Background: an optimization exercise with open tools, aiming at small area. Do not read the settings as production practice. RTL that was checked went through simulation tests only; none was proved equivalent to the original. No activity file was given, so power comes from the tool's default toggle rates.

==> run a: inputs <==
// top
module top (
    input  clk,
    input  rst,
    input  en,
    input  signed [7:0] adc_in,
    output wire [7:0] char_out,
    output wire char_valid,
    output wire signed [15:0] I_out,
    output wire signed [15:0] Q_out,
    output wire sweep_done,
    output wire signed [6:0] freq,
    output wire bit_tick,
    output wire bit_out
);
make LEC_CHECK=0 ABC_AREA=1 CAP_MARGIN=20 CORE_MARGIN=2 CORE_UTILIZATION=55 SLEW_MARGIN=20 finish   # period 20.0 ns
run.sh (not shown) runs the stock make flow with config.mk's settings and CLKGATE_MAP_FILE= SYNTH_SCRIPT=/design/flow/synth_recipe.tcl, a recipe that flattens the netlist after the stock synthesis.
==> inputs of run b, as changes to run a <==
--- a/flow/design.v
+++ b/flow/design.v
@@ -720,42 +720,40 @@
     wire u_int1 = en20 ? enr[0] : (tick_d && enr0_d);
     wire u_de   = en20 ? de : (tick_d && de_d);
     wire signed [7:0] m_a = en20 ? adc_in : adc_d;
     wire signed [7:0] m_b = en20 ? cosr : nsin;
     wire signed [15:0] mix = m_a * m_b;
+    reg zr_d;
+    always @(posedge clk) zr_d <= ~rst;
+    wire zr = ~rst | zr_d;
     reg [30:0] int0_0, int0_1, facc_0, facc_1, fprev_0, fprev_1;
     reg [15:0] h1_0, h1_1, h2_0, h2_1, dreg_0, dreg_1;
     wire [30:0] gk = facc_0 - fprev_0;
-    wire [30:0] int0_n = int0_0 + (u_int0 ? {{15{mix[15]}}, mix} : 31'd0);
-    wire [30:0] facc_n = (u_de ? 31'd0 : facc_0) + (u_int1 ? int0_0 : 31'd0);
-    always @(posedge clk or negedge rst) begin
-        if (!rst) begin
-            int0_0 <= 0; int0_1 <= 0; facc_0 <= 0; facc_1 <= 0; fprev_0 <= 0; fprev_1 <= 0;
-            h1_0 <= 0; h1_1 <= 0; h2_0 <= 0; h2_1 <= 0; dreg_0 <= 0; dreg_1 <= 0;
-        end else begin
-            int0_0 <= int0_1;  int0_1 <= int0_n;
-            facc_0 <= facc_1;  facc_1 <= facc_n;
-            fprev_0 <= fprev_1; fprev_1 <= u_de ? facc_0 : fprev_0;
-            h1_0 <= h1_1;      h1_1 <= u_de ? gk[30:15] : h1_0;
-            h2_0 <= h2_1;      h2_1 <= u_de ? h1_0 : h2_0;
-            dreg_0 <= dreg_1;  dreg_1 <= u_de ? h2_0 : dreg_0;
-        end
+    wire [30:0] int0_n = (zr ? 31'd0 : int0_0) + (u_int0 ? {{15{mix[15]}}, mix} : 31'd0);
+    wire [30:0] facc_n = ((u_de | zr) ? 31'd0 : facc_0) + (u_int1 ? int0_0 : 31'd0);
+    always @(posedge clk) begin
+        int0_0 <= int0_1;  int0_1 <= int0_n;
+        facc_0 <= facc_1;  facc_1 <= facc_n;
+        fprev_0 <= fprev_1; fprev_1 <= zr ? 31'd0 : u_de ? facc_0 : fprev_0;
+        h1_0 <= h1_1;      h1_1 <= zr ? 16'd0 : u_de ? gk[30:15] : h1_0;
+        h2_0 <= h2_1;      h2_1 <= zr ? 16'd0 : u_de ? h1_0 : h2_0;
+        dreg_0 <= dreg_1;  dreg_1 <= zr ? 16'd0 : u_de ? h2_0 : dreg_0;
     end
     wire [15:0] combI = dreg_0;
     wire [15:0] combQ = dreg_1;
     wire ins = en && en8000;       
-    reg [3:0] rho, wptr;
+    reg [3:0] wptr;
+    wire [3:0] rho = c20[3:0] + {c40[1:0], 2'b00};
     reg [4:0] nval;
     reg insf;
     reg [15:0] holdI, holdQ;
     reg [255:0] ringI, ringQ;
     wire wr = insf && (rho == wptr);
     always @(posedge clk or negedge rst) begin
         if (!rst) begin
-            rho <= 0; wptr <= 0; nval <= 0; insf <= 0;
+            wptr <= 0; nval <= 0; insf <= 0;
         end else begin
-            rho <= rho + 4'd1;
             if (ins) begin
                 insf <= 1'b1;
                 if (nval != 5'd16) nval <= nval + 5'd1;
             end else if (wr) begin
                 insf <= 1'b0;
--- a/flow/config.mk
+++ b/flow/config.mk
@@ -7,6 +7,8 @@
 export LEC_CHECK = 0
 export ABC_AREA = 1
 export CAP_MARGIN = 20
 export CORE_MARGIN = 2
 export CORE_UTILIZATION = 55
+export CTS_BUF_LIST = sky130_fd_sc_hd__clkbuf_4
+export CTS_CLUSTER_SIZE = 20
 export SLEW_MARGIN = 20
==> qor summary <==
|  | run a | run b |
|---|---|---|
| Avg Synthesized Cell Area | 8.72 µm² | 8.51 µm² |
| Tightest slew margin relative to the limit | 31.5% | 30.6% |
| Post-synth ARST share | 27.9% | 6.12% |
| Placeable core area | 107000 µm² | 103000 µm² |
| Vias in the first global route | 43200 | 44300 |
| X dimension of the die | 331 µm | 327 µm |
| Seq/Total Area, Yosys | 49.8% | 48.5% |
| Worst path max stage delay | 570 ps | 660 ps |
| Terminating pin of the worst hold path | ringQ[31] | facc_0[15] |
| Pwr Total | 5920 µW | 4910 µW |
| Synthesized-area fraction occupied by adder cells | 9.66% | 10.0% |
| Crit. path cell count | 36 | 28 |
| Outcome | complete, no violations | complete, no violations |
| Power per Cell Area | 90.1 nW/µm² | 77.3 nW/µm² |
| Post-DP HPWL | 98.8 mm | 93.7 mm |
| Sequential cell count of the final layout | 1311 | 1308 |
| Combined global-route utilization of all metal layers | 24.6% | 24.8% |
| Comb pwr share | 8.5% | 0.6% |
| Area of the multi-input gates | 25500 µm² | 25600 µm² |
| Post-Synth XOR/XNOR Area | 3.11% | 3.29% |
| Clock buffer depth | 3 | 4 |
| Met1 Usage GRT | 32.6% | 33.6% |
The RTL of run b was laid out without a check of its function.


==> try-quartz <==
Another version of the RTL of top (not shown whole).
Settings: LEC_CHECK=0, ABC_AREA=1, CAP_MARGIN=20, CORE_MARGIN=2, CORE_UTILIZATION=55, CTS_BUF_LIST=sky130_fd_sc_hd__clkbuf_8 sky130_fd_sc_hd__clkbuf_16, CTS_CLUSTER_DIAMETER=100, CTS_CLUSTER_SIZE=25, SLEW_MARGIN=20; clock period 20.0 ns.
standard.sh (not shown) runs the stock make flow with config.mk's settings and CLKGATE_MAP_FILE= SYNTH_SCRIPT=/design/flow/synth_recipe.tcl, a recipe that flattens the netlist after the stock synthesis.
==> flow/flow/run.sh <==
#!/bin/bash
# The standard layout (standard.sh) with these synthesis changes only:
#  - multipliers are Booth-encoded and adders keep Yosys's default carry logic:
#    SYNTH_OPERATIONS_ARGS="-booth"
#    replaces ORFS's "-extra-map lcu_kogge_stone.v";
#  - no full/half-adder cell extraction (empty ADDER_MAP_FILE);
#  - abc maps logic with an area-oriented script (flow/abc_area.script:
#    Yosys's default liberty-mapping script with extra AIG rewriting and
#    area recovery) instead of ORFS's abc_area.script.
# The ORFS scripts are used from a copy in which only abc_area.script differs.
# Registers are mapped exactly as in the standard synthesis.
set -euo pipefail
rm -rf scripts_mod
cp -r "$FLOW_HOME/scripts" scripts_mod
cp flow/abc_area.script scripts_mod/abc_area.script
export SYNTH_OPERATIONS_ARGS="-booth"
export ADDER_MAP_FILE=""
bash standard.sh SCRIPTS_DIR="$PWD/scripts_mod" finish > standard.log 2>&1
==> flow/flow/abc_area.script <==
strash
&get -n
&fraig -x
&put
scorr
dc2
dretime
strash
balance
rewrite
refactor
balance
rewrite
rewrite -z
balance
refactor -z
rewrite -z
balance
dc2
balance
rewrite
refactor
balance
rewrite
rewrite -z
balance
refactor -z
rewrite -z
balance
dc2
strash
&get -n
&dch -f
&nf -R 1000
&put
strash
&get -n
&dch -f
&nf -R 1000
&put
strash
&get -n
&dch -f
&nf -R 1000
&put
==> try-garnet (differences from try-quartz) <==
--- a/flow/flow/abc_area.script
+++ b/flow/flow/abc_area.script
@@ -34,12 +34,7 @@
 &nf -R 1000
 &put
 strash
 &get -n
 &dch -f
 &nf -R 1000
 &put
-strash
-&get -n
-&dch -f
-&nf -R 1000
-&put
CTS_BUF_LIST = sky130_fd_sc_hd__clkbuf_16   (was sky130_fd_sc_hd__clkbuf_8 sky130_fd_sc_hd__clkbuf_16)
GPL_ROUTABILITY_DRIVEN = 0   (was unset)
GPL_TIMING_DRIVEN = 0   (was unset)
==> try-harbor (differences from try-quartz) <==
--- a/flow/design.v
+++ b/flow/design.v
@@ -861,14 +861,15 @@
             default: aref = 9'd270;
         endcase
     end
     wire vload = fhead && (c20 == 5'd15);
     reg [15:0] X, Y;
     reg [3:0] vp;
     reg cx, cy, vs;
+    reg [6:0] dv;
     wire [2:0] vi = vp[2:0] - 3'd1;
     wire [3:0] lim = 4'd15 - rho;
     wire [3:0] tpos = ({1'b0, vi} < lim) ? {1'b0, vi} : lim;
     wire xt = X[tpos];
     wire yt = Y[tpos];
     wire k0 = (rho == 4'd0);
     wire vs_n = k0 ? ~Y[15] : vs;
@@ -887,51 +888,164 @@
             ya = Y[0]; yb = vs_n ? ~xt : xt; yc0 = vs_n;
         end
     end
     wire xci = k0 ? xc0 : cx;
     wire yci = k0 ? yc0 : cy;
     wire xs = xa ^ xb ^ xci;
     wire ys = ya ^ yb ^ yci;
-    reg [15:0] Z;
-    reg cz;
-    reg [15:0] vang;
-    always @(*) begin
-        case (vi)
-            3'd0: vang = 16'd11520;
-            3'd1: vang = 16'd6800;
-            3'd2: vang = 16'd3593;
-            3'd3: vang = 16'd1824;
-            3'd4: vang = 16'd915;
-            3'd5: vang = 16'd458;
-            default: vang = 16'd229;
-        endcase
-    end
-    wire za_ = Z[0];
-    wire zb_ = (vang[rho] & (vp[3] == 1'b0)) ^ ~vs_n;
-    wire zci = k0 ? ~vs_n : cz;
-    wire zs = (vp == 4'd0) ? 1'b0 : (vp[3] ? Z[0] : (za_ ^ zb_ ^ zci));
     always @(posedge clk) begin
         if (vload) begin
             X <= I_out; Y <= Q_out;
         end else begin
             X <= {xs, X[15:1]};
             Y <= {ys, Y[15:1]};
         end
         cx <= (xa & xb) | (xa & xci) | (xb & xci);
         cy <= (ya & yb) | (ya & yci) | (yb & yci);
         vs <= vs_n;
-        Z <= {zs, Z[15:1]};
-        cz <= (za_ & zb_) | (za_ & zci) | (zb_ & zci);
+        if (k0 && vp != 4'd0 && vp[3] == 1'b0) dv <= {dv[5:0], ~Y[15]};
     end
     always @(posedge clk or negedge rst) begin
         if (!rst) vp <= 4'd8;
         else if (vload) vp <= 4'd0;
         else if (rho == 4'd15 && vp[3] == 1'b0) vp <= vp + 4'd1;
     end
-    wire [8:0] zl = {Z[15], Z[15:8]};
+    reg [8:0] zl;
+    always @(*) begin
+        case (dv)
+            7'd0: zl = 9'h19d;
+            7'd1: zl = 9'h19e;
+            7'd2: zl = 9'h1a0;
+            7'd3: zl = 9'h1a2;
+            7'd4: zl = 9'h1a4;
+            7'd5: zl = 9'h1a5;
+            7'd6: zl = 9'h1a7;
+            7'd7: zl = 9'h1a9;
+            7'd8: zl = 9'h1ab;
+            7'd9: zl = 9'h1ad;
+            7'd10: zl = 9'h1ae;
+            7'd11: zl = 9'h1b0;
+            7'd12: zl = 9'h1b2;
+            7'd13: zl = 9'h1b4;
+            7'd14: zl = 9'h1b5;
+            7'd15: zl = 9'h1b7;
+            7'd16: zl = 9'h1b9;
+            7'd17: zl = 9'h1ba;
+            7'd18: zl = 9'h1bc;
+            7'd19: zl = 9'h1be;
+            7'd20: zl = 9'h1c0;
+            7'd21: zl = 9'h1c2;
+            7'd22: zl = 9'h1c3;
+            7'd23: zl = 9'h1c5;
+            7'd24: zl = 9'h1c7;
+            7'd25: zl = 9'h1c9;
+            7'd26: zl = 9'h1ca;
+            7'd27: zl = 9'h1cc;
+            7'd28: zl = 9'h1ce;
+            7'd29: zl = 9'h1d0;
+            7'd30: zl = 9'h1d2;
+            7'd31: zl = 9'h1d3;
+            7'd32: zl = 9'h1d2;
+            7'd33: zl = 9'h1d3;
+            7'd34: zl = 9'h1d5;
+            7'd35: zl = 9'h1d7;
+            7'd36: zl = 9'h1d9;
+            7'd37: zl = 9'h1db;
+            7'd38: zl = 9'h1dc;
+            7'd39: zl = 9'h1de;
+            7'd40: zl = 9'h1e0;
+            7'd41: zl = 9'h1e2;
+            7'd42: zl = 9'h1e3;
+            7'd43: zl = 9'h1e5;
+            7'd44: zl = 9'h1e7;
+            7'd45: zl = 9'h1e9;
+            7'd46: zl = 9'h1eb;
+            7'd47: zl = 9'h1ec;
+            7'd48: zl = 9'h1ee;
+            7'd49: zl = 9'h1f0;
+            7'd50: zl = 9'h1f1;
+            7'd51: zl = 9'h1f3;
+            7'd52: zl = 9'h1f5;
+            7'd53: zl = 9'h1f7;
+            7'd54: zl = 9'h1f8;
+            7'd55: zl = 9'h1fa;
+            7'd56: zl = 9'h1fc;
+            7'd57: zl = 9'h1fe;
+            7'd58: zl = 9'h000;
+            7'd59: zl = 9'h001;
+            7'd60: zl = 9'h003;
+            7'd61: zl = 9'h005;
+            7'd62: zl = 9'h007;
+            7'd63: zl = 9'h008;
+            7'd64: zl = 9'h1f7;
+            7'd65: zl = 9'h1f8;
+            7'd66: zl = 9'h1fa;
+            7'd67: zl = 9'h1fc;
+            7'd68: zl = 9'h1fe;
+            7'd69: zl = 9'h1ff;
+            7'd70: zl = 9'h001;
+            7'd71: zl = 9'h003;
+            7'd72: zl = 9'h005;
+            7'd73: zl = 9'h007;
+            7'd74: zl = 9'h008;
+            7'd75: zl = 9'h00a;
+            7'd76: zl = 9'h00c;
+            7'd77: zl = 9'h00e;
+            7'd78: zl = 9'h00f;
+            7'd79: zl = 9'h011;
+            7'd80: zl = 9'h013;
+            7'd81: zl = 9'h014;
+            7'd82: zl = 9'h016;
+            7'd83: zl = 9'h018;
+            7'd84: zl = 9'h01a;
+            7'd85: zl = 9'h01c;
+            7'd86: zl = 9'h01d;
+            7'd87: zl = 9'h01f;
+            7'd88: zl = 9'h021;
+            7'd89: zl = 9'h023;
+            7'd90: zl = 9'h024;
+            7'd91: zl = 9'h026;
+            7'd92: zl = 9'h028;
+            7'd93: zl = 9'h02a;
+            7'd94: zl = 9'h02c;
+            7'd95: zl = 9'h02d;
+            7'd96: zl = 9'h02c;
+            7'd97: zl = 9'h02d;
+            7'd98: zl = 9'h02f;
+            7'd99: zl = 9'h031;
+            7'd100: zl = 9'h033;
+            7'd101: zl = 9'h035;
+            7'd102: zl = 9'h036;
+            7'd103: zl = 9'h038;
+            7'd104: zl = 9'h03a;
+            7'd105: zl = 9'h03c;
+            7'd106: zl = 9'h03d;
+            7'd107: zl = 9'h03f;
+            7'd108: zl = 9'h041;
+            7'd109: zl = 9'h043;
+            7'd110: zl = 9'h045;
+            7'd111: zl = 9'h046;
+            7'd112: zl = 9'h048;
+            7'd113: zl = 9'h04a;
+            7'd114: zl = 9'h04b;
+            7'd115: zl = 9'h04d;
+            7'd116: zl = 9'h04f;
+            7'd117: zl = 9'h051;
+            7'd118: zl = 9'h052;
+            7'd119: zl = 9'h054;
+            7'd120: zl = 9'h056;
+            7'd121: zl = 9'h058;
+            7'd122: zl = 9'h05a;
+            7'd123: zl = 9'h05b;
+            7'd124: zl = 9'h05d;
+            7'd125: zl = 9'h05f;
+            7'd126: zl = 9'h061;
+            7'd127: zl = 9'h062;
+        endcase
+    end
     reg [3:0] actc;
     always @(posedge clk or negedge rst) begin
         if (!rst) actc <= 0;
         else if (en800 && sdone && actc != 4'd9) actc <= actc + 4'd1;
     end
     reg [8:0] aabs;    
     always @(*) begin
--- a/flow/flow/abc_area.script
+++ b/flow/flow/abc_area.script
@@ -34,12 +34,7 @@
 &nf -R 1000
 &put
 strash
 &get -n
 &dch -f
 &nf -R 1000
 &put
-strash
-&get -n
-&dch -f
-&nf -R 1000
-&put
CTS_BUF_LIST = sky130_fd_sc_hd__clkbuf_16   (was sky130_fd_sc_hd__clkbuf_8 sky130_fd_sc_hd__clkbuf_16)
==> try-tundra (differences from try-quartz) <==
--- a/flow/flow/abc_area.script
+++ b/flow/flow/abc_area.script
@@ -34,12 +34,7 @@
 &nf -R 1000
 &put
 strash
 &get -n
 &dch -f
 &nf -R 1000
 &put
-strash
-&get -n
-&dch -f
-&nf -R 1000
-&put
CAP_MARGIN = 5   (was 20)
CTS_BUF_LIST = sky130_fd_sc_hd__clkbuf_16   (was sky130_fd_sc_hd__clkbuf_8 sky130_fd_sc_hd__clkbuf_16)
SLEW_MARGIN = 5   (was 20)
==> comparison table <==
metric                                            try-quartz  try-tundra  try-garnet  try-harbor
Setup slack after layout                             5.74 ns     5.35 ns     4.39 ns     5.43 ns
Final design instance area without fill            50800 µm²   50900 µm²   51200 µm²   51100 µm²
Clock network contribution to total cell area          3.16%       3.35%       3.30%       3.32%
Number of global-route vias before repair              30600       30300       30400       31100
Estimated wirelength of the detail-placed design     68.0 mm     68.8 mm     66.6 mm     70.1 mm
Max transition margin                                  33.0%       23.8%       27.3%       31.2%
Part of the power in registers                         65.9%       65.1%       65.3%       65.1%
XOR/XNOR share of the synthesized area                 8.26%       8.44%       8.44%       8.09%
Die area                                           87400 µm²   87400 µm²   87400 µm²   87800 µm²
Sequential power                                   0.00257 W   0.00257 W   0.00257 W   0.00256 W
Routing usage on met3                                  2.28%       2.32%       2.44%       2.23%
Initial Utilization                                    55.7%       55.7%       55.7%       55.4%
Seq Cell Count                                          1279        1279        1279        1277
Die Span X                                            296 µm      296 µm      296 µm      296 µm
Biggest cell delay along the critical path           0.75 ns     0.70 ns     0.86 ns     0.52 ns
Internal power                                     0.00310 W   0.00312 W   0.00312 W   0.00312 W
Via density per instance                                5.48        5.47        5.51        5.51
Status                      no timing/DRC/antenna violations  no timing/DRC/antenna violations  no timing/DRC/antenna violations  no timing/DRC/antenna violations
Multi-input gate share of the layout cell area         38.9%       38.8%       38.7%       39.0%

==> what the ideal ports hide <==
The results above use ideal ports. As a check the final layouts listed here were re-extracted and re-timed, cells and wires unchanged. Step 1, drivers: a clkbuf_16 drives clk and a buf_2 each remaining input, both assumed. Step 2 times the ports against the registers' clock, not the clock port: input delays grow and output delays shrink by t, the midpoint of the rising clock arrivals with the driver on. Three values: ideal ports, drivers, drivers and shift; two values: the first two.
run	t, ns	setup slack, ns	clock arrival spread, ns	worst slew at a driven data input, ns
run a	0.808	9.917 / 9.970 / 9.162	0.064 / 0.063	0.13
run b	1.228	10.255 / 10.297 / 9.070	0.145 / 0.145	0.04
try-quartz	0.722	5.739 / 5.765 / 5.043	0.032 / 0.033	0.10
try-garnet	0.732	4.388 / 4.406 / 3.673	0.069 / 0.069	0.12
try-harbor	0.730	5.430 / 5.460 / 4.730	0.052 / 0.052	0.04
try-tundra	0.726	5.348 / 5.378 / 4.652	0.058 / 0.058	0.09
After both steps every run listed still meets setup and hold. The setup slack of run b, which loses most, moves by +0.042 ns with the drivers and by -1.185 ns with both steps.
